From an optimization exercise on the open Yosys and OpenROAD flow, aimed at small area; shortcuts taken in it are not production practice.
The RTL was checked by simulation tests, not by an equivalence proof against the original design.
Power figures rest on the tool's default switching activity, not on a simulated workload.

## uart_display
module uart_display(
	input 		clk,
	input 		rst_n,
	input			rx,
	input			rx_key,
	output		tx,
	output		done,
	output 		active,
	output[5:0] seg_sel,
	output[7:0]	seg_data
);
wire        last;
wire [7:0]  data;
wire [7:0]  key;
uart_rx #(.SYNC(3)) uart_rx0(
	.clk(clk),
	.rst_n(rst_n),
	.rx(rx),
	.rx_data(data),
	.last(last)
);
uart_rx #(.SYNC(2)) uart_rx1(
	.clk(clk),
	.rst_n(rst_n),
	.rx(rx_key),
	.rx_data(key),
	.last()
);
uart_tx uart_tx0(
	.clk(clk),
	.rst_n(rst_n),
	.activate(last),
	.data(data ^ key),
	.active(active),
	.tx(tx),
	.done(done)
);
display seg_scan_m0(
	.clk(clk),
	.rst_n(rst_n),
	.data(data),
	.seg_sel(seg_sel),
	.seg_data(seg_data)
);
endmodule
Size in the first run: ~350 cells after synthesis, roughly 87 flip-flops, about 21 I/O pins.
export LEC_CHECK = 0
export CAP_MARGIN = 20
export CORE_MARGIN = 2
export CORE_UTILIZATION = 40
export PLACE_DENSITY = 0.6
export SLEW_MARGIN = 20
create_clock -name core_clock -period 20.0 [get_ports {clk}]
standard.sh (not shown) runs the stock make flow with config.mk's settings and CLKGATE_MAP_FILE= SYNTH_SCRIPT=/design/flow/synth_recipe.tcl, a recipe that flattens the netlist after the stock synthesis.
==> flow/flow/run.sh <==
#!/bin/bash
# Own flow: the standard layout (standard.sh), with
#  - synthesis: flow/synth.tcl, the standard synthesis with an area-oriented
#    ABC script (flow/area.abc) for the final mapping;
#  - port buffers: sky130_fd_sc_hd__buf_1 instead of the resizer's default.
# All tool output goes to flow_standard.log here and ORFS's logs under orfs/logs.
set -euo pipefail
W=$(pwd)
bash standard.sh \
  SYNTH_SCRIPT="$W/flow/synth.tcl" \
  AREA_ABC_SCRIPT="$W/flow/area.abc" \
  "BUFFER_PORTS_ARGS=-buffer_cell sky130_fd_sc_hd__buf_1" \
  finish > "$W/flow_standard.log" 2>&1
==> flow/flow/area.abc <==
strash
&get -n
&deepsyn -T 20
&put
&get -n
&dch -f
&nf -a -R 1000
&put
topo
dnsize -c
==> flow/flow/synth.tcl <==
# The standard synthesis (synth_recipe.tcl), with the final ABC mapping
# run with an area-oriented script (flow/area.abc) instead of ORFS's speed
# script. Registers are mapped before ABC and are not touched by it.
proc synth {args} { yosys synth -nofsm -noshare {*}$args }
proc abc {args} {
  set i [lsearch -exact $args -script]
  if { $i >= 0 } { lset args [expr { $i + 1 }] $::env(AREA_ABC_SCRIPT) }
  yosys abc {*}$args
}
source $::env(SCRIPTS_DIR)/synth.tcl
# left out here: clear keep_hierarchy, flatten, clean up, hide names made inside functions, write 1_2_yosys.v
The starting point went through all stages and came out clean.
Change:
--- a/flow/flow/run.sh
+++ b/flow/flow/run.sh
@@ -12,0 +13,2 @@
+  ADDER_MAP_FILE= \
+  "CTS_ARGS=-repair_clock_nets -buf_list sky130_fd_sc_hd__clkbuf_16 -root_buf sky130_fd_sc_hd__clkbuf_16" \
Outcome: The new run completed without violations. Power rises by about a fifth. Non-clock buffer count stays the same. Hold slack barely changes. First-iteration DRC count climbs by roughly a tenth. Synthesized area goes down by a little under a tenth.
Change:
==> flow/run.sh (new file) <==
#!/bin/bash
# synth_recipe.tcl (not shown) runs the flow's synth.tcl, then flattens the netlist and writes it again
# the make line also repeats each setting of config.mk as NAME=value (left out here)
make -C /OpenROAD-flow-scripts/flow DESIGN_CONFIG=/design/flow/config.mk WORK_HOME=/design/flow/orfs CLKGATE_MAP_FILE= SYNTH_SCRIPT=/design/flow/synth_recipe.tcl finish
--- a/flow/config.mk
+++ b/flow/config.mk
@@ -10,0 +11,3 @@
+export CTS_BUF_LIST = sky130_fd_sc_hd__clkbuf_8
+export CTS_CLUSTER_DIAMETER = 200
+export CTS_CLUSTER_SIZE = 30
removed: flow/flow/run.sh
removed: flow/flow/area.abc
removed: flow/flow/synth.tcl
removed: flow/standard.sh
Effect: The changed run completed with no timing, DRC or antenna violations. Design area goes up by 17%. Cell count goes up by 21%. Total power goes down by 14%. Count of clock-buffer cells in the layout does not change. Clock power goes down by 31%. Core utilization goes down by 2.6 points. Setup slack improved by 0.35 ns. Area after synthesis goes up by 22%. Sequential cell count does not change.
Change:
==> flow/flow/run.sh (new file) <==
#!/bin/bash
# Own flow: the standard layout (standard.sh), with
#  - synthesis: flow/synth.tcl, the standard synthesis with an area-oriented
#    ABC script (flow/area.abc) for the final mapping;
#  - port buffers: sky130_fd_sc_hd__buf_1 instead of the resizer's default.
# All tool output goes to flow_standard.log here and ORFS's logs under orfs/logs.
set -euo pipefail
W=$(pwd)
bash standard.sh \
  SYNTH_SCRIPT="$W/flow/synth.tcl" \
  AREA_ABC_SCRIPT="$W/flow/area.abc" \
  "BUFFER_PORTS_ARGS=-buffer_cell sky130_fd_sc_hd__buf_1" \
  ADDER_MAP_FILE= \
  "CTS_ARGS=-sink_clustering_enable -repair_clock_nets -buf_list sky130_fd_sc_hd__clkbuf_16 -root_buf sky130_fd_sc_hd__clkbuf_16 -sink_clustering_size 100 -sink_clustering_max_diameter 1000 -distance_between_buffers 1000" \
  finish > "$W/flow_standard.log" 2>&1
==> flow/flow/area.abc (new file) <==
strash
&get -n
&deepsyn -T 20
&put
&get -n
&dch -f
&nf -a -R 1000
&put
topo
dnsize -c
==> flow/flow/synth.tcl (new file) <==
# The standard synthesis (synth_recipe.tcl), with the final ABC mapping
# run with an area-oriented script (flow/area.abc) instead of ORFS's speed
# script. Registers are mapped before ABC and are not touched by it.
proc synth {args} { yosys synth -nofsm -noshare {*}$args }
proc abc {args} {
  set i [lsearch -exact $args -script]
  if { $i >= 0 } { lset args [expr { $i + 1 }] $::env(AREA_ABC_SCRIPT) }
  yosys abc {*}$args
}
source $::env(SCRIPTS_DIR)/synth.tcl
# left out here: clear keep_hierarchy, flatten, clean up, hide names made inside functions, write 1_2_yosys.v
==> flow/standard.sh (new file) <==
#!/bin/bash
# synth_recipe.tcl (not shown) runs the flow's synth.tcl, then flattens the netlist and writes it again
# the make line also repeats each setting of config.mk as NAME=value (left out here)
make -C /OpenROAD-flow-scripts/flow DESIGN_CONFIG=/design/flow/config.mk WORK_HOME=/design/flow/orfs CLKGATE_MAP_FILE= SYNTH_SCRIPT=/design/flow/synth_recipe.tcl "${@:-finish}"
--- a/flow/config.mk
+++ b/flow/config.mk
@@ -11,3 +10,0 @@
-export CTS_BUF_LIST = sky130_fd_sc_hd__clkbuf_8
-export CTS_CLUSTER_DIAMETER = 200
-export CTS_CLUSTER_SIZE = 30
removed: flow/run.sh
What happened: Setup slack got worse by 0.35 ns. Wire length fell by about a fifth. Cell count falls by about a fifth. Via count goes down by about a fifth. Power is higher by about a fifth. Worst hold slack is about the same.
Change:
==> flow/run.sh (new file) <==
#!/bin/bash
# synth_recipe.tcl (not shown) runs the flow's synth.tcl, then flattens the netlist and writes it again
# the make line also repeats each setting of config.mk as NAME=value (left out here)
make -C /OpenROAD-flow-scripts/flow DESIGN_CONFIG=/design/flow/config.mk WORK_HOME=/design/flow/orfs CLKGATE_MAP_FILE= SYNTH_SCRIPT=/design/flow/synth_recipe.tcl finish
--- a/flow/config.mk
+++ b/flow/config.mk
@@ -10,0 +11,3 @@
+export CTS_BUF_LIST = sky130_fd_sc_hd__clkbuf_16
+export CTS_CLUSTER_DIAMETER = 200
+export CTS_CLUSTER_SIZE = 50
removed: flow/flow/run.sh
removed: flow/flow/area.abc
removed: flow/flow/synth.tcl
removed: flow/standard.sh
Outcome: The changed run passed the timing, design-rule and antenna checks. Register-to-register slack improves by 0.13 ns. Via count is higher by 22%. Sequential share of layout area falls by 8.8 points. Routed wire length came out higher by 28%. Design area climbs by 20%. Clock-buffer cell count stays the same. First-iteration DRC count came out higher by 44%.
Change:
--- a/flow/config.mk
+++ b/flow/config.mk
@@ -11,3 +10,0 @@
-export CTS_BUF_LIST = sky130_fd_sc_hd__clkbuf_16
-export CTS_CLUSTER_DIAMETER = 200
-export CTS_CLUSTER_SIZE = 50
Fmax barely changes.
Wire length barely changes.
Non-clock buffer count is unchanged.
Die area stays the same.
Global-route usage is about the same.
Total power came out lower by 13%.
Worst setup slack degrades by 0.016 ns.
Sequential share of layout area came out higher by 0.99 points.
Final area falls by 2.2%.
Critical path depth stays the same.

-- afterwards: timing with drivers on the ports --
The results above use ideal ports. As a check the final layouts listed here were re-extracted and re-timed, cells and wires unchanged. Step 1 assumes that a clkbuf_16 drives the clock port and a buf_2 every other input. Step 2 also shifts input and output timing later by t, the mid clock arrival at the registers, as if the neighbouring blocks saw the same clock. a / b / c = no drivers / after step 1 / after step 2; a / b = the first two.
run | t, ns | setup slack, ns | worst setup path after step 2
the first run | 0.380 | 13.283 / 13.251 / 13.630 | register to output
the second run | 0.362 | 13.028 / 12.993 / 13.355 | register to output
the third run | 0.372 | 13.374 / 13.344 / 13.716 | register to output
the fourth run | 0.362 | 13.028 / 12.993 / 13.355 | register to output
the fifth run | 0.360 | 13.390 / 13.355 / 13.715 | register to output
the sixth run | 0.372 | 13.374 / 13.344 / 13.716 | register to output
After both steps every run listed still meets setup and hold.
